What follows belongs to an exercise in optimizing a design on an open flow for small area and a short achievable clock period; a production flow would make more cautious choices.
The RTL was checked by simulation tests, not by an equivalence proof against the original design.
Power figures rest on the tool's default switching activity, not on a simulated workload.

==> flow/design.v (outline; a module is shown in full before it is edited, if it fits) <==
// module RISCV_architecture: 3989 lines
// module g_inv: 1 lines
// module g_nand2: 1 lines
// module g_nor2: 1 lines
// module g_nand3: 1 lines
// module g_nand4: 1 lines
// module g_nor4: 1 lines
// module g_xor2: 1 lines
// module g_xnor2: 1 lines
// module g_a21o: 1 lines
// module g_a21oi: 1 lines
// module g_o21ai: 1 lines
// module g_a22oi: 1 lines
// module g_ao8: 1 lines
// module g_ao6: 1 lines
// module g_ao7: 1 lines
// module g_a32oi: 1 lines
// module g_a211oi: 1 lines
// module g_nor3: 1 lines
// module g_a221oi: 1 lines
// module g_mux2i: 1 lines
module RISCV_architecture #(parameter bitwidth = 32)(clk, rst, instruction, ALU_Result, PC, immediate, address, ALU_Result_reg,
read_data, ALUSrc, RegWrite, MemRead, MemWrite, branch, operand_A, operand_B, rd, byte_enable, rs2);
  // ...
==> flow/flow/run.sh <==
#!/bin/bash
set -euo pipefail
bash standard.sh MATCH_CELL_FOOTPRINT=0 \
  "BUFFER_PORTS_ARGS=-buffer_cell sky130_fd_sc_hd__buf_4" \
  SETUP_SLACK_MARGIN=5.2 \
  finish > standard.log 2>&1
==> flow/standard.sh <==
#!/bin/bash
# synth_recipe.tcl (not shown) runs the flow's synth.tcl, then flattens the netlist and writes it again
# the make line also repeats each setting of config.mk as NAME=value (left out here)
make -C /OpenROAD-flow-scripts/flow DESIGN_CONFIG=/design/flow/config.mk WORK_HOME=/design/flow/orfs CLKGATE_MAP_FILE= SYNTH_SCRIPT=/design/flow/synth_recipe.tcl "${@:-finish}"
==> flow/config.mk <==
export PLATFORM = sky130hd
export DESIGN_NAME = RISCV_architecture
export DESIGN_NICKNAME = RISCV_architecture
export VERILOG_FILES = /design/flow/design.v
export SDC_FILE = /design/flow/constraint.sdc
export NUM_CORES = 4
export LEC_CHECK = 0
export CAP_MARGIN = 20
export CORE_MARGIN = 2
export CORE_UTILIZATION = 50
export SETUP_SLACK_MARGIN = 5
export SLEW_MARGIN = 20
export SYNTH_HIERARCHICAL = 1
export SYNTH_MINIMUM_KEEP_SIZE = 0
export TNS_END_PERCENT = 5
==> flow/constraint.sdc <==
create_clock -name core_clock -period 16.0 [get_ports {clk}]
set_input_delay 3.2000 -clock core_clock [delete_from_list [all_inputs] [get_ports {clk}]]
set_output_delay 3.2000 -clock core_clock [all_outputs]
set_load 0.01 [all_outputs]
==> impl_metrics.py, run 1 <==
metrics = {
    "floorplan": {
        "dieArea_mm2": 0.1336,
        "die_w_um": 365.6,
    },
    "route": {
        "drt-initial-drc-count": 9134,
        "top_layer": "met5",
        "wire_per_inst_um": 36.99,
    },
    "cells_and_area": {
        "n_all_inverters": 133,
        "final_design_area_no_fill_mm2": 0.07827,
        "mostFrequentLayoutCells": "edfxtp_1 (1248), a22oi_1 (1031), buf_4 (448)",
    },
    "status": {
        "outcome": "timing/DRC/antenna clean",
    },
    "setup_path": {
        "critPathCapture": "ALU_Result[19]",
        "critPathBufInv": 4,
        "critPathTopFamily": "simple AND/OR/NAND/NOR gates",
        "cp_cell_sequence": "buf_4, inv_1, nand3_2, nor2_4, buf_4, a22oi_1, nand3_1, nor2_2, nand3_2, a21oi_2, nor2_1, nor2_1, nand2_1, nor2_1, nand2_1, o21ai_1, xor2_1, nand2_1, nand4_1, buf_4",
        "worstPathRequired_ns": 12.80,
    },
    "power_and_ir_drop": {
        "total_power_w": 0.01042,
    },
    "clocking": {
        "insertion_delay_ns": 0.80,
        "cts_root_buf": "clkbuf_16",
        "cts.sinks": 1280,
    },
    "timing": {
        "fin_setup_tns_ns": 0,
        "holdWs_ns": 0.5921,
        "grt_setup_unrepaired": "true",
        "clock_skew_ns": 0.05961,
    },
    "grt": {
        "antenna_found_initial": 10,
        "overflow": 0,
    },
    "yosys": {
        "synth_area_leaders": "edfxtp_1 (57%), a22oi_1 (12%), mux2i_1 (3.1%)",
    },
}
==> run 2, diff against run 1 <==
==> flow/flow/run.sh (replaced) <==
#!/bin/bash
set -euo pipefail
bash standard.sh MATCH_CELL_FOOTPRINT=0 \
  "BUFFER_PORTS_ARGS=-buffer_cell sky130_fd_sc_hd__buf_2" \
  SETUP_SLACK_MARGIN=5.2 \
  finish > standard.log 2>&1
--- a/flow/config.mk
+++ b/flow/config.mk
@@ -8,6 +8,8 @@
 export CAP_MARGIN = 20
 export CORE_MARGIN = 2
 export CORE_UTILIZATION = 50
+export CTS_CLUSTER_DIAMETER = 80
+export CTS_CLUSTER_SIZE = 20
 export SETUP_SLACK_MARGIN = 5
 export SLEW_MARGIN = 20
 export SYNTH_HIERARCHICAL = 1
==> impl_metrics.py, run 2 <==
metrics = {
    "setup_path": {
        "path_max_fanout": 30,
        "reg2regPathDepth": 24,
        "r2r-end": "pc_r[30]$_DFF_PP0_",
        "worstPathRequired_ns": 12.80,
        "arrival_ns": 7.74,
        "crit_type": "input pin to output port",
        "crit_path_end_kind": "output port",
        "rr_startpoint": "regs[18][28]$_DFFE_PP_",
        "crit_path_start_kind": "input pin",
        "reg2reg_slack_ns": 9.27,
    },
    "grt": {
        "grt_max_degree": 51,
        "overflow": 0,
        "antenna_found_initial": 12,
        "grt_pass1_wl_um": 385400,
        "grt_pass1_vias": 49667,
        "grt_usage_pct": 41.38,
    },
    "clocking": {
        "htreeDepth": 3,
        "cts.sinks": 1280,
        "insertion_delay_ns": 0.76,
        "clk_path_buf_depth": 3,
        "cts_tree": "done",
        "clk_pin_slew_worst_paths_ns": 0.08,
        "cts_made_buffers": 80,
        "cts_root_buf": "clkbuf_16",
    },
    "yosys": {
        "syn-cell-area_mm2": 0.06536,
        "synthArstFlopShare_pct": 2.500,
        "syn-num-nets": 5463,
        "synth-edff-count": 1248,
        "synth_warnings": 9,
        "synth_area_leaders": "edfxtp_1 (57%), a22oi_1 (12%), mux2i_1 (3.1%)",
        "yosysSeqAreaShare_pct": 58.56,
        "synth_cells": 5331,
        "avgSynthCellArea_um2": 12.26,
        "yosysTopAreaCell": "edfxtp_1",
        "synth_ff_type": "edfxtp_1",
        "synth_top_area_share_pct": 57.33,
        "synth.most_common_cell": "edfxtp_1",
        "synth_cell_type_count": 68,
        "ys_seq_elements": 1280,
        "synthTopCellsByCount": "edfxtp_1 (1248), a22oi_1 (1032), nand2_1 (425), nor2_1 (420), nand4_1 (302)",
    },
    "cells_and_area": {
        "regMostFlops": "regs",
        "fillers": 10395,
        "seqCellArea_mm2": 0.03828,
        "mostFrequentLayoutCells": "edfxtp_1 (1248), a22oi_1 (1025), nand2_1 (410)",
        "syn2layout_area_growth_pct": 18.56,
        "multiInputGateArea_mm2": 0.02946,
        "post_route_cells_drive_above_1_share_pct": 24.56,
        "nets": 5980,
        "final_common_cell": "edfxtp_1",
        "largest_register_ffs": 992,
    },
    "run": {
        "max_cap_violations": 0,
    },
    "timing": {
        "tightest_slew_ns": 1.109,
        "fin_crit_ns": 10.94,
        "clock_skew_ns": 0.08209,
        "max_clock_freq_mhz": 91.42,
        "fin_setup_tns_ns": 0,
        "hold_violations": 0,
        "relSlewSlack_pct": 25.86,
        "setup_violations": 0,
        "final.period_utilization_pct": 68.36,
        "drv_slew": 0,
        "holdWs_ns": 0.5708,
        "grt_setup_unrepaired": "true",
    },
    "power_and_ir_drop": {
        "p_per_area_mw_per_mm2": 122.8,
        "total_power_w": 0.009516,
        "vdd.ir_drop.worst_mv": 0.1180,
        "leakage_nw": 26.75,
    },
    "route": {
        "drt-initial-drc-count": 9119,
        "vias": 54739,
        "wire_per_inst_um": 37.37,
        "drc": 0,
        "final_antenna_net_count": 0,
        "dr.pass1.iters": 7,
        "via_per_inst": 7.179,
        "routed_wl_um": 284900,
    },
    "floorplan": {
        "start_util_pct": 50.42,
        "num_rows": 132,
        "dieArea_mm2": 0.1336,
        "die_h_um": 365.6,
        "die_w_um": 365.6,
        "io_pins": 309,
        "core_region_area_mm2": 0.1296,
    },
    "worst_hold_path": {
        "hold_path.startpoint": "pc_r[0]$_DFF_PP0_",
        "min_to": "pc_r[0]$_DFF_PP0_",
        "hold_path.class": "register to register",
        "holdPathStages": 1,
    },
    "placement": {
        "io_buffers": 308,
        "dpl.hpwl_um": 194100,
        "place.gp.congestion": 1.045,
    },
    "status": {
        "outcome": "timing/DRC/antenna clean",
    },
}
run 2: final cells by class:
type / count / share of cell area [%]
multi-input combinational: 3768 / 38.01
sequential: 1280 / 49.39
antenna: 4 / 0.01292
inverter: 133 / 0.6781
clock buffer: 87 / 2.630
timing repair buffer: 585 / 5.958
clock inverter: 26 / 0.5005
tap: 1742 / 2.813
run 2: power breakdown:
part           switching (W)  leakage, nW  total (W)  internal (W)
registers          0.0000141         11.6    0.00421       0.00419
clock network        0.00118         1.17    0.00215      0.000976
logic                0.00233         13.9    0.00316      0.000832
total                0.00352         26.7    0.00952       0.00600
run 2: critical path, stage by stage:
cell and delay [ns]:
buf_4 0.21, clkinvlp_4 0.25, nand3_4 0.20, nor2_4 0.05
buf_4 0.15, buf_12 0.17, a22oi_1 0.19, nand3_1 0.26
nor2_4 0.21, buf_12 0.15, nand3_2 0.28, mux2i_1 0.31
mux2i_1 0.18, mux2i_1 0.29, mux2i_1 0.21, mux2i_1 0.22
mux2i_2 0.13, a221oi_4 0.47, nand4_1 0.28, buf_2 0.23
run 2: what timing repair did:
item                       CTS  global route
cloned                       4             4
resized for setup          435           308
setup endpoints to repair  141            85
pin swaps                   37            78
hold buffers                 0             0
buffers inserted            25            75
run 2: through the flow:
step | util, % | instance area [um^2] | instances | setup WS [ns]
CTS | 57.98 | 75170 | 7542 | 5.138
finish | 59.77 | 77490 | 7625 | 5.062
floorplan | - | 65420 | 5331 | 3.710
global route | 59.77 | 77490 | 7623 | 5.066
detailed placement | 54.24 | 70320 | 7400 | 3.444
global placement | 54.21 | 70280 | 7399 | 3.268
run 2: kinds of logic (layout without fill, tap and decap cells):
logic type | Yosys count | in the layout | synth area share [%]
AOI/OAI and AO/OA | 1638 | 1638 | 18.85
xor gates and xnor gates | 188 | 188 | 2.519
adders and majority gates | 98 | 98 | 1.899
buffers and inverters | 283 | 831 | 2.152
DFF | 1280 | 1280 | 58.56
muxes | 241 | 241 | 4.362
other | 0 | 4 | 0
and+or+nand+nor | 1603 | 1603 | 11.66
run 2: how the worst max path moves through the flow:
stage                     slack [ns]            start                  to  cells after the start
after floorplan                 3.71   instruction[5]      ALU_Result[16]                     17
after detailed placement        3.44  instruction[12]              branch                     20
after global placement          3.27  instruction[12]  ALU_Result_reg[14]                     17
after global routing            5.07  instruction[19]       ALU_Result[8]                     20
final                           5.06  instruction[19]   ALU_Result_reg[8]                     20
after CTS                       5.14   instruction[5]  ALU_Result_reg[15]                     15
run 2: modules after synthesis, one instance, submodules excluded, a selection:
| module | cells inside | flip-flops and latches |
|---|---|---|
| RISCV_architecture | 2399 | 1280 |
| g_xnor2 | 1 | 0 |
| g_a21oi | 1 | 0 |
| g_a21o | 1 | 0 |
| g_ao6 | 4 | 0 |
| g_xor2 | 1 | 0 |
| g_a32oi | 1 | 0 |
| g_nor3 | 1 | 0 |
| g_ao8 | 5 | 0 |
| g_mux2i | 1 | 0 |
| g_o21ai | 1 | 0 |
| g_nand4 | 1 | 0 |
| g_inv | 1 | 0 |
| g_a221oi | 1 | 0 |
run 2: layer usage:
metal  vias up  share of wire, %  global-route usage [%]
met4         8               5.4                   19.04
met2      4145                42                   59.64
met5         -             0.058                       0
met3       634                14                   12.55
met1     27473                38                   57.40
li1      22479                 -                       -
==> run 3, diff against run 2 <==
--- a/flow/config.mk
+++ b/flow/config.mk
@@ -7,7 +7,7 @@
 export LEC_CHECK = 0
 export CAP_MARGIN = 20
 export CORE_MARGIN = 2
-export CORE_UTILIZATION = 50
+export CORE_UTILIZATION = 58
 export CTS_CLUSTER_DIAMETER = 80
 export CTS_CLUSTER_SIZE = 20
 export SETUP_SLACK_MARGIN = 5
==> impl_metrics.py, run 3 <==
metrics = {
    "setup_path": {
        "critPathTopFamily": "simple AND/OR/NAND/NOR gates",
        "crit_path_start_kind": "input pin",
        "critPathBufInv": 4,
        "reg2regPathDepth": 24,
        "path_max_fanout": 32,
        "worst_path_max_delay_cell": "nor2_4",
        "arrival_ns": 7.72,
        "worst_path_most_repeated_cell": "mux2i_1",
        "critical_path_depth": 18,
        "crit_path_end_kind": "output port",
        "crit_type": "input pin to output port",
        "worstPathRequired_ns": 12.80,
        "max_stage_delay_ns": 0.42,
        "cp_cell_sequence": "buf_6, clkinvlp_4, nand3_4, nor2_4, buf_8, a22oi_1, nand4_1, nor2_4, nand3_1, mux2i_1, mux2i_1, mux2i_1, mux2i_1, mux2i_1, mux2i_2, a221oi_4, nand4_1, buf_2",
    },
    "yosys": {
        "synth.most_common_cell": "edfxtp_1",
        "syn-cell-area_mm2": 0.06536,
        "ys_seq_elements": 1280,
        "synth_top_area_share_pct": 57.33,
        "synthTopCellsByCount": "edfxtp_1 (1248), a22oi_1 (1032), nand2_1 (425), nor2_1 (420), nand4_1 (302)",
        "avgSynthCellArea_um2": 12.26,
        "synth_ff_type": "edfxtp_1",
        "yosysTopAreaCell": "edfxtp_1",
        "synth_cell_type_count": 68,
        "synth_cells": 5331,
        "synth_area_leaders": "edfxtp_1 (57%), a22oi_1 (12%), mux2i_1 (3.1%)",
        "yosysSeqAreaShare_pct": 58.56,
        "syn-num-nets": 5463,
        "synthArstFlopShare_pct": 2.500,
        "synth-edff-count": 1248,
        "synth_warnings": 9,
    },
    "route": {
        "wl_met2_um": 114700,
        "drt-initial-drc-count": 9978,
        "top_layer": "met5",
        "wl_met3_um": 44580,
        "routed_wl_um": 275100,
        "via_per_inst": 7.449,
        "vias": 55321,
        "met1_length_um": 93800,
        "final_antenna_net_count": 0,
        "drc": 0,
        "wire_per_inst_um": 37.04,
        "dr.pass1.iters": 10,
    },
    "floorplan": {
        "die_w_um": 339.7,
        "dieArea_mm2": 0.1154,
        "die_h_um": 339.7,
        "start_util_pct": 58.26,
        "io_pins": 309,
        "core_region_area_mm2": 0.1122,
        "num_rows": 123,
    },
    "power_and_ir_drop": {
        "p_per_area_mw_per_mm2": 122.5,
        "vdd.ir_drop.worst_mv": 0.1160,
        "combPwrFrac_pct": 34.0,
        "clock_power_share_pct": 21.4,
        "p_sw_w": 0.003501,
        "p_int_w": 0.005937,
        "swShare_pct": 37.10,
        "seqPwrFrac_pct": 44.6,
        "leakage_nw": 26.83,
    },
    "timing": {
        "max_clock_freq_mhz": 91.57,
        "clock_skew_ns": 0.06692,
        "setup_violations": 0,
        "drv_slew": 0,
        "fin_setup_tns_ns": 0,
        "relSlewSlack_pct": 25.45,
        "fin_crit_ns": 10.92,
        "tightest_slew_ns": 1.116,
        "final.period_utilization_pct": 68.25,
        "hold_violations": 0,
        "grt_setup_unrepaired": "true",
    },
    "placement": {
        "dpl.hpwl_um": 182300,
        "io_buffers": 308,
        "place.gp.congestion": 1.077,
        "placed_area_mm2": 0.06991,
    },
    "clocking": {
        "cts.sinks": 1280,
        "holdBufCountCts": 0,
        "htreeDepth": 3,
        "clk_path_buf_depth": 3,
        "cts_root_buf": "clkbuf_16",
        "cts_tree": "done",
        "insertion_delay_ns": 0.72,
        "clk_pin_slew_worst_paths_ns": 0.08,
        "cts_made_buffers": 77,
    },
    "worst_hold_path": {
        "hold_path.class": "register to register",
        "holdPathStages": 1,
    },
    "cells_and_area": {
        "syn2layout_area_growth_pct": 17.86,
        "post_route_cells_drive_above_1_share_pct": 24.48,
        "regMostFlops": "regs",
        "nets": 6027,
        "seqCellArea_mm2": 0.03828,
        "final_common_cell": "edfxtp_1",
        "mostFrequentLayoutCells": "edfxtp_1 (1248), a22oi_1 (1024), nand2_1 (410)",
        "final_design_area_no_fill_mm2": 0.07704,
        "fillers": 8073,
        "largest_register_ffs": 992,
        "multiInputGateArea_mm2": 0.02922,
    },
    "grt": {
        "overflow": 0,
        "grt_pass1_wl_um": 374800,
        "grt_pass1_vias": 49962,
        "grt_max_degree": 69,
        "grt_usage_pct": 46.15,
        "antenna_found_initial": 16,
    },
    "status": {
        "outcome": "timing/DRC/antenna clean",
    },
    "run": {
        "max_cap_violations": 0,
    },
}
==> run 3: cell counts after synthesis <==
Identical to the previous run, type by type.
==> run 3: layout make-up <==
cell class,count,share of cell area [%]
flip-flops and latches,1280,49.69
multi-input cells,3777,37.93
well taps,1500,2.436
clock inverters,15,0.3151
clock buffers,92,2.602
repair buffers,626,6.307
diodes,4,0.01299
inverters,133,0.7065
==> run 3: metal layers <==
| layer | vias to the layer above | track usage [%] |
|---|---|---|
| li1 | 22544 | - |
| met1 | 26906 | 59.54 |
| met2 | 4911 | 66.29 |
| met3 | 950 | 18.05 |
| met4 | 10 | 26.85 |
| met5 | - | 0.08170 |
==> run 3: power by group through the flow <==
stage	clock, W	sequential, W	combinational (W)
after floorplan	0	0.00430	0.00149
after global placement	0	0.00428	0.00278
after detailed placement	0	0.00428	0.00281
after CTS	0.00203	0.00420	0.00291
after global routing	0.00215	0.00421	0.00328
final	0.00202	0.00421	0.00321
==> run 3: final timing paths <==
check,startpoint,endpoint,slack [ns]
worst max-delay path,instruction[18],ALU_Result[15],5.08
worst min-delay path,pc_r[0]$_DFF_PP0_,pc_r[0]$_DFF_PP0_,0.61
worst max register to register,regs[20][3]$_DFFE_PP_,pc_r[27]$_DFF_PP0_,9.22
worst min register to register,pc_r[0]$_DFF_PP0_,pc_r[0]$_DFF_PP0_,0.61
max in group asynchronous,rst,pc_r[31]$_DFF_PP0_,13.12
min in group asynchronous,rst,pc_r[11]$_DFF_PP0_,2.58
==> run 3: kinds of logic (layout without fill, tap and decap cells) <==
logic type / Yosys count / in the layout / share of synthesized area, %
compound gates: 1638 / 1638 / 18.85
flops: 1280 / 1280 / 58.56
fa+ha+maj: 98 / 98 / 1.899
simple gates: 1603 / 1611 / 11.66
xor+xnor: 188 / 189 / 2.519
buf+inv: 283 / 866 / 2.152
mux: 241 / 241 / 4.362
other cells: 0 / 4 / 0
==> run 3: repair_timing <==
action	4_1_cts	5_1_grt
buffers inserted	43	104
resized for setup	395	289
pin swaps	41	112
cloned	9	7
endpoints found under the setup margin	134	105
==> run 3: per-module statistics from Yosys (local to each module, per instance), excerpt <==
module	cells	copies in the design
g_ao8	5	192
g_ao6	4	64
g_a22oi	1	2
g_xor2	1	103
g_a32oi	1	31
g_a21oi	1	143
g_a21o	1	32
g_o21ai	1	147
g_inv	1	30
g_nor2	1	329
g_nand2	1	293
==> run 3: per-stage QoR <==
step / power, W / instances / util [%] / hold slack [ns] / setup slack [ns]
floorplan: 0.005796 / 5331 / - / 0.5453 / 3.710
global placement: 0.007060 / 7147 / 62.31 / 0.5850 / 3.619
detailed placement: 0.007091 / 7147 / 62.31 / 0.5819 / 3.537
CTS: 0.009145 / 7306 / 66.28 / 0.6003 / 5.149
global route: 0.009629 / 7423 / 68.66 / 0.6196 / 5.093
finish: 0.009438 / 7427 / 68.66 / 0.6092 / 5.080
==> run 4, diff against run 3 <==
--- a/flow/config.mk
+++ b/flow/config.mk
@@ -7,9 +7,9 @@
 export LEC_CHECK = 0
 export CAP_MARGIN = 20
 export CORE_MARGIN = 2
-export CORE_UTILIZATION = 58
-export CTS_CLUSTER_DIAMETER = 80
-export CTS_CLUSTER_SIZE = 20
+export CORE_UTILIZATION = 50
+export CTS_CLUSTER_DIAMETER = 100
+export CTS_CLUSTER_SIZE = 24
 export SETUP_SLACK_MARGIN = 5
 export SLEW_MARGIN = 20
 export SYNTH_HIERARCHICAL = 1
==> impl_metrics.py, run 4 <==
metrics = {
    "yosys": {
        "synth_warnings": 9,
        "ys_seq_elements": 1280,
        "yosysTopAreaCell": "edfxtp_1",
        "avgSynthCellArea_um2": 12.26,
        "synth_top_area_share_pct": 57.33,
        "syn-num-nets": 5463,
        "synth_cell_type_count": 68,
        "synthTopCellsByCount": "edfxtp_1 (1248), a22oi_1 (1032), nand2_1 (425), nor2_1 (420), nand4_1 (302)",
        "synth_cells": 5331,
        "synth_ff_type": "edfxtp_1",
        "synthArstFlopShare_pct": 2.500,
        "yosysSeqAreaShare_pct": 58.56,
        "synth-edff-count": 1248,
        "syn-cell-area_mm2": 0.06536,
        "synth_area_leaders": "edfxtp_1 (57%), a22oi_1 (12%), mux2i_1 (3.1%)",
        "synth.most_common_cell": "edfxtp_1",
    },
    "floorplan": {
        "dieArea_mm2": 0.1336,
        "io_pins": 309,
        "start_util_pct": 50.42,
        "num_rows": 132,
        "die_h_um": 365.6,
        "die_w_um": 365.6,
        "core_region_area_mm2": 0.1296,
    },
    "setup_path": {
        "worst_path_max_delay_cell": "a221oi_4",
        "reg2reg_slack_ns": 9.25,
        "crit_type": "input pin to output port",
        "path_max_fanout": 32,
        "arrival_ns": 7.73,
        "max_stage_delay_ns": 0.46,
        "cp_cell_sequence": "clkbuf_4, clkinvlp_4, nand2_8, buf_4, nor2_4, buf_6, a22oi_2, nand3_2, nor2_4, nand3_1, a21oi_4, buf_4, clkbuf_16, mux2i_1, mux2i_1, mux2i_1, mux2i_1, buf_4, mux2i_2, a221oi_4, nand4_1, buf_2",
        "worstPathRequired_ns": 12.80,
        "worst_path_most_repeated_cell": "mux2i_1",
        "crit_path_end_kind": "output port",
        "crit_path_start_kind": "input pin",
    },
    "grt": {
        "antenna_found_initial": 13,
        "grt_pass1_wl_um": 384300,
        "grt_usage_pct": 41.23,
        "grt_pass1_vias": 49412,
        "overflow": 0,
        "grt_max_degree": 51,
    },
    "route": {
        "routed_wl_um": 283700,
        "vias": 54495,
        "drc": 0,
        "final_antenna_net_count": 0,
        "drt-initial-drc-count": 9179,
        "dr.pass1.iters": 6,
        "wire_per_inst_um": 37.36,
        "via_per_inst": 7.177,
    },
    "power_and_ir_drop": {
        "p_int_w": 0.005830,
        "clock_power_share_pct": 20.8,
        "vdd.ir_drop.worst_mv": 0.1053,
        "leakage_nw": 26.40,
        "swShare_pct": 37.21,
        "combPwrFrac_pct": 33.9,
        "p_sw_w": 0.003455,
        "p_per_area_mw_per_mm2": 121.1,
        "seqPwrFrac_pct": 45.3,
    },
    "clocking": {
        "insertion_delay_ns": 0.71,
        "clk_pin_slew_worst_paths_ns": 0.10,
        "htreeDepth": 3,
        "clk_path_buf_depth": 3,
        "cts_root_buf": "clkbuf_16",
        "cts.sinks": 1280,
        "cts_tree": "done",
        "cts_made_buffers": 66,
    },
    "placement": {
        "io_buffers": 308,
        "place.gp.congestion": 1.045,
        "dpl.hpwl_um": 194100,
    },
    "timing": {
        "fin_crit_ns": 10.93,
        "setup_violations": 0,
        "hold_violations": 0,
        "max_clock_freq_mhz": 91.51,
        "fin_setup_tns_ns": 0,
        "drv_slew": 0,
        "final.period_utilization_pct": 68.30,
        "clock_skew_ns": 0.06286,
        "relSlewSlack_pct": 24.08,
        "grt_setup_unrepaired": "true",
        "tightest_slew_ns": 1.135,
    },
    "cells_and_area": {
        "post-route-util_pct": 59.14,
        "largest_register_ffs": 992,
        "nets": 5953,
        "mostFrequentLayoutCells": "edfxtp_1 (1248), a22oi_1 (1030), nand2_1 (411)",
        "regMostFlops": "regs",
        "post_route_cells_drive_above_1_share_pct": 23.94,
        "final_common_cell": "edfxtp_1",
        "syn2layout_area_growth_pct": 17.30,
    },
    "status": {
        "outcome": "timing/DRC/antenna clean",
    },
    "worst_hold_path": {
        "hold_path.class": "register to register",
    },
    "run": {
        "max_cap_violations": 0,
    },
}
[run 4: cell counts after synthesis]
Identical to the previous run, type by type.
[run 4: repair_timing]
action	CTS	global route
setup endpoints to repair	142	83
hold buffers	0	0
cloned	4	2
gates resized for setup	443	260
pin swaps	39	75
buffers inserted	24	65
hold endpoints to repair	0	0
[run 4: kinds of logic after synthesis]
group	after synthesis	synth area share (%)
DFF	1280	58.56
muxes	241	4.362
adders and majority gates	98	1.899
and+or+nand+nor	1603	11.66
buffers and inverters	283	2.152
AOI/OAI and AO/OA	1638	18.85
xor gates and xnor gates	188	2.519
[run 4: per-stage QoR]
| stage | power, W | instance area [um^2] | worst slack [ns] | hold slack (ns) | cells |
|---|---|---|---|---|---|
| finish | 0.009284 | 76670 | 5.072 | 0.5857 | 7593 |
| global route | 0.009514 | 76660 | 5.026 | 0.5825 | 7590 |
| CTS | 0.009057 | 74720 | 5.141 | 0.5874 | 7522 |
| detailed placement | 0.007073 | 70320 | 3.444 | 0.5641 | 7400 |
| global placement | 0.007054 | 70280 | 3.268 | 0.5620 | 7399 |
| floorplan | 0.005796 | 65420 | 3.710 | 0.5453 | 5331 |
[run 4: final timing paths]
| path | start | end | depth (start not counted) |
|---|---|---|---|
| hold / removal | pc_r[0]$_DFF_PP0_ | pc_r[0]$_DFF_PP0_ | 1 |
| min in group asynchronous | rst | pc_r[18]$_DFF_PP0_ | 3 |
| hold reg to reg | pc_r[0]$_DFF_PP0_ | pc_r[0]$_DFF_PP0_ | 1 |
| max in group asynchronous | rst | pc_r[7]$_DFF_PP0_ | 3 |
| setup reg to reg | regs[20][14]$_DFFE_PP_ | pc_r[30]$_DFF_PP0_ | 24 |
| setup / recovery | instruction[21] | ALU_Result[24] | 22 |
[run 4: modules after synthesis (local to each module, per instance), a selection]
| module | area [um^2] | cells inside |
|---|---|---|
| g_ao8 | 36.28 | 5 |
| g_a221oi | 15.01 | 1 |
| g_a22oi | 12.51 | 1 |
| g_a211oi | 12.51 | 1 |
| g_nor4 | 12.51 | 1 |
| g_nor3 | 10.01 | 1 |
| g_mux2i | 10.01 | 1 |
| g_xnor2 | 8.758 | 1 |
| g_a32oi | 8.758 | 1 |
| g_xor2 | 8.758 | 1 |
| g_a21o | 7.507 | 1 |
| g_nand3 | 5.005 | 1 |
| g_o21ai | 5.005 | 1 |
| g_nor2 | 3.754 | 1 |
[run 4: critical path, delay by kind of cell]
family	cells	cell delay, ns
buf+inv	8	1.54
mux	5	1.01
simple gates	6	0.95
compound gates	3	0.95
[run 4: power by group through the flow]
stage,Combinational [W],Sequential [W],Clock (W)
after floorplan,0.00149,0.00430,0
after global placement,0.00277,0.00428,0
after detailed placement,0.00279,0.00428,0
after CTS,0.00292,0.00420,0.00194
after global routing,0.00326,0.00421,0.00205
final,0.00315,0.00420,0.00193
[run 4: per-layer routing]
layer	vias to the layer above	global-route usage, %	part of all wire, %
met2	4105	59.73	42
met3	628	12.01	14
li1	22404	-	-
met4	6	18.28	5.4
met5	-	0	0.016
met1	27352	57.54	38
[run 4: area by class of cell]
cell class / count / area (um^2)
diodes: 4 / 10.01
clock buffers: 82 / 1754
clock inverters: 12 / 221.5
fillers: 10481 / 52980
inverters: 133 / 514.2
multi-input cells: 3768 / 29320
flip-flops and latches: 1280 / 38280
well taps: 1742 / 2180
repair buffers: 572 / 4393
==> run 5, diff against run 4 <==
--- a/flow/config.mk
+++ b/flow/config.mk
@@ -8,8 +8,8 @@
 export CAP_MARGIN = 20
 export CORE_MARGIN = 2
 export CORE_UTILIZATION = 50
-export CTS_CLUSTER_DIAMETER = 100
-export CTS_CLUSTER_SIZE = 24
+export CTS_CLUSTER_DIAMETER = 110
+export CTS_CLUSTER_SIZE = 28
 export SETUP_SLACK_MARGIN = 5
 export SLEW_MARGIN = 20
 export SYNTH_HIERARCHICAL = 1
==> impl_metrics.py, run 5 <==
metrics = {
    "status": {
        "outcome": "timing/DRC/antenna clean",
    },
    "setup_path": {
        "rr_startpoint": "regs[28][13]$_DFFE_PP_",
        "path_max_fanout": 32,
        "worstPathRequired_ns": 12.80,
        "worst_path_max_delay_cell": "nor2_1",
        "crit_type": "input pin to output port",
        "max_stage_delay_ns": 0.38,
        "crit_path_start_kind": "input pin",
        "critPathLaunch": "instruction[22]",
        "crit_path_end_kind": "output port",
        "arrival_ns": 7.78,
        "worst_path_most_repeated_cell": "nor2_1",
        "cp_cell_sequence": "clkbuf_4, clkinvlp_4, nand3_4, nor2_4, buf_4, a22oi_1, nand4_1, nor2_1, nand3_4, a21oi_2, nor2_1, nor2_1, nand2_1, nor2_1, nand2_1, o21ai_1, xor2_1, nand2_1, nand4_1, buf_2",
    },
    "route": {
        "wire_per_inst_um": 37.32,
        "dr.pass1.iters": 8,
        "final_antenna_net_count": 0,
        "drt-initial-drc-count": 8947,
        "via_per_inst": 7.169,
        "drc": 0,
        "routed_wl_um": 283000,
        "vias": 54367,
    },
    "yosys": {
        "synth_ff_type": "edfxtp_1",
        "syn-cell-area_mm2": 0.06536,
        "ys_seq_elements": 1280,
        "syn-num-nets": 5463,
        "yosysTopAreaCell": "edfxtp_1",
        "synth_area_leaders": "edfxtp_1 (57%), a22oi_1 (12%), mux2i_1 (3.1%)",
        "synth_cell_type_count": 68,
        "synthArstFlopShare_pct": 2.500,
        "yosysSeqAreaShare_pct": 58.56,
        "synth_top_area_share_pct": 57.33,
        "synth.most_common_cell": "edfxtp_1",
        "synth_warnings": 9,
        "synth-edff-count": 1248,
        "synthTopCellsByCount": "edfxtp_1 (1248), a22oi_1 (1032), nand2_1 (425), nor2_1 (420), nand4_1 (302)",
        "synth_cells": 5331,
        "avgSynthCellArea_um2": 12.26,
    },
    "timing": {
        "fin_crit_ns": 10.98,
        "grt_setup_unrepaired": "true",
        "tightest_slew_ns": 1.347,
        "fin_setup_tns_ns": 0,
        "final.period_utilization_pct": 68.61,
        "clock_skew_ns": 0.09017,
        "max_clock_freq_mhz": 91.09,
        "relSlewSlack_pct": 9.462,
        "setup_violations": 0,
        "drv_slew": 0,
        "hold_violations": 0,
    },
    "floorplan": {
        "num_rows": 132,
        "die_h_um": 365.6,
        "io_pins": 309,
        "die_w_um": 365.6,
        "start_util_pct": 50.42,
        "dieArea_mm2": 0.1336,
        "core_region_area_mm2": 0.1296,
    },
    "run": {
        "max_cap_violations": 0,
    },
    "power_and_ir_drop": {
        "p_per_area_mw_per_mm2": 118.5,
        "total_power_w": 0.009024,
        "leakage_nw": 26.14,
        "vdd.ir_drop.worst_mv": 0.1257,
    },
    "cells_and_area": {
        "mostFrequentLayoutCells": "edfxtp_1 (1248), a22oi_1 (1025), nand2_1 (412)",
        "final_common_cell": "edfxtp_1",
        "post_route_cells_drive_above_1_share_pct": 23.54,
        "final_cells": 7584,
        "regMostFlops": "regs",
        "syn2layout_area_growth_pct": 16.47,
        "fillers": 10531,
        "nets": 5944,
        "largest_register_ffs": 992,
    },
    "clocking": {
        "clk_path_buf_depth": 3,
        "cts_made_buffers": 53,
        "cts.sinks": 1280,
        "holdBufCountCts": 0,
        "cts_tree": "done",
        "insertion_delay_ns": 0.75,
        "clk_pin_slew_worst_paths_ns": 0.12,
        "htreeDepth": 2,
        "cts_root_buf": "clkbuf_16",
    },
    "grt": {
        "grt_max_degree": 51,
        "antenna_found_initial": 12,
        "overflow": 0,
        "grt_pass1_vias": 49464,
        "grt_pass1_wl_um": 383600,
        "grt_usage_pct": 41.11,
    },
    "placement": {
        "io_buffers": 308,
        "dp.cells": 7400,
        "place.gp.congestion": 1.045,
        "dpl.hpwl_um": 194100,
    },
    "worst_hold_path": {
        "hold_path.class": "register to register",
        "hold_path.startpoint": "pc_r[0]$_DFF_PP0_",
    },
}
-- run 5: what timing repair did --
| action | 4_1_cts | 5_1_grt |
|---|---|---|
| pin swaps | 38 | 75 |
| gates cloned | 4 | 2 |
| buffers inserted | 25 | 68 |
| resized for setup | 444 | 245 |
| setup endpoints to repair | 142 | 82 |
-- run 5: layout make-up --
class                   instances  area, um^2  share of cell area (%)
diodes                          9       22.52                 0.02958
repair buffers                576        4360                   5.728
flip-flops and latches       1280       38280                   50.28
well taps                    1742        2180                   2.863
inverters                     133       536.8                  0.7051
clock inverters                 7       151.4                  0.1989
clock buffers                  69        1386                   1.821
multi-input cells            3768       29220                   38.38
-- run 5: path summary, 6_finish.rpt --
kind | cells after the start | slack [ns] | to
min | 1 | 0.58 | pc_r[0]$_DFF_PP0_
max | 20 | 5.02 | ALU_Result_reg[19]
max reg2reg | 22 | 9.24 | pc_r[30]$_DFF_PP0_
min reg2reg | 1 | 0.58 | pc_r[0]$_DFF_PP0_
max in group asynchronous | 3 | 13.13 | pc_r[7]$_DFF_PP0_
min in group asynchronous | 3 | 2.53 | pc_r[18]$_DFF_PP0_
-- run 5: power by group --
part / switching [W] / leakage, nW / internal, W
sequential: 0.0000138 / 11.6 / 0.00419
clock: 0.00106 / 0.737 / 0.000630
combinational: 0.00232 / 13.8 / 0.000814
total: 0.00339 / 26.1 / 0.00564
-- run 5: metrics by stage --
step                      worst slack [ns]  util, %  hold WS [ns]  instance area (um^2)
after floorplan                      3.710        -        0.5453                 65420
after global placement               3.268    54.21        0.5620                 70280
after detailed placement             3.444    54.24        0.5641                 70320
after CTS                            5.145    57.30        0.5910                 74280
after global routing                 5.017    58.71        0.5860                 76120
final                                5.022    58.72        0.5832                 76130
-- run 5: Yosys stat by module (local to each module, per instance), excerpt --
module              cell area (um^2)  times used  cells
g_a21oi                        8.758         143      1
g_nor3                         10.01           1      1
RISCV_architecture             45820           1   2399
g_mux2i                        10.01         192      1
g_nor2                         3.754         329      1
g_a21o                         7.507          32      1
g_a32oi                        8.758          31      1
g_nor4                         12.51           8      1
g_ao8                          36.28         192      5
g_a221oi                       15.01          32      1
g_inv                          3.754          30      1
g_o21ai                        5.005         147      1
g_ao6                          27.53          64      4
g_nand3                        5.005         183      1
-- run 5: worst max-delay path: cells and delay by family --
kind	cells	cell delay [ns]
compound gates	3	0.78
buf+inv	4	0.92
simple gates	12	2.45
xor+xnor	1	0.35
-- run 5: logic make-up after synthesis --
family	Yosys count	synth area share [%]
compound gates	1638	18.85
xor+xnor	188	2.519
fa+ha+maj	98	1.899
buf+inv	283	2.152
flops	1280	58.56
mux	241	4.362
simple gates	1603	11.66
-- run 5: per-layer routing --
metal	part of all wire [%]	track usage (%)
met1	38	56.40
met2	42	59.37
met3	14	12.89
met4	5.6	19.54
met5	0.11	0

==> afterwards: timing with drivers on the ports <==
The flow's constraints put no driver on any port. The routed layouts listed below were extracted and timed again, unchanged, in two steps. Step 1: set_driving_cell puts a clkbuf_16 on clk and a buf_2 on each other input, an assumption about the parent block. Step 2, shift: input delay + t, output delay - t, t = (earliest + latest rising clock arrival at the registers) / 2. This alone moves slack from input paths to output paths. Three values: ideal ports, drivers, drivers and shift; two values: the first two.
| run | shift t [ns] | setup WS [ns] | worst setup path after step 2 |
|---|---|---|---|
| run 1 | 0.853 | 4.945 / 4.892 / 4.892 | input to output |
| run 2 | 0.795 | 5.062 / 5.025 / 5.025 | input to output |
| run 3 | 0.764 | 5.080 / 5.039 / 5.039 | input to output |
| run 4 | 0.754 | 5.072 / 5.016 / 5.016 | input to output |
| run 5 | 0.790 | 5.022 / 4.998 / 4.998 | input to output |
After both steps every run listed still meets setup and hold. For run 4, which loses most, drivers alone change the setup slack by -0.056 ns; drivers and shift together by -0.056 ns.
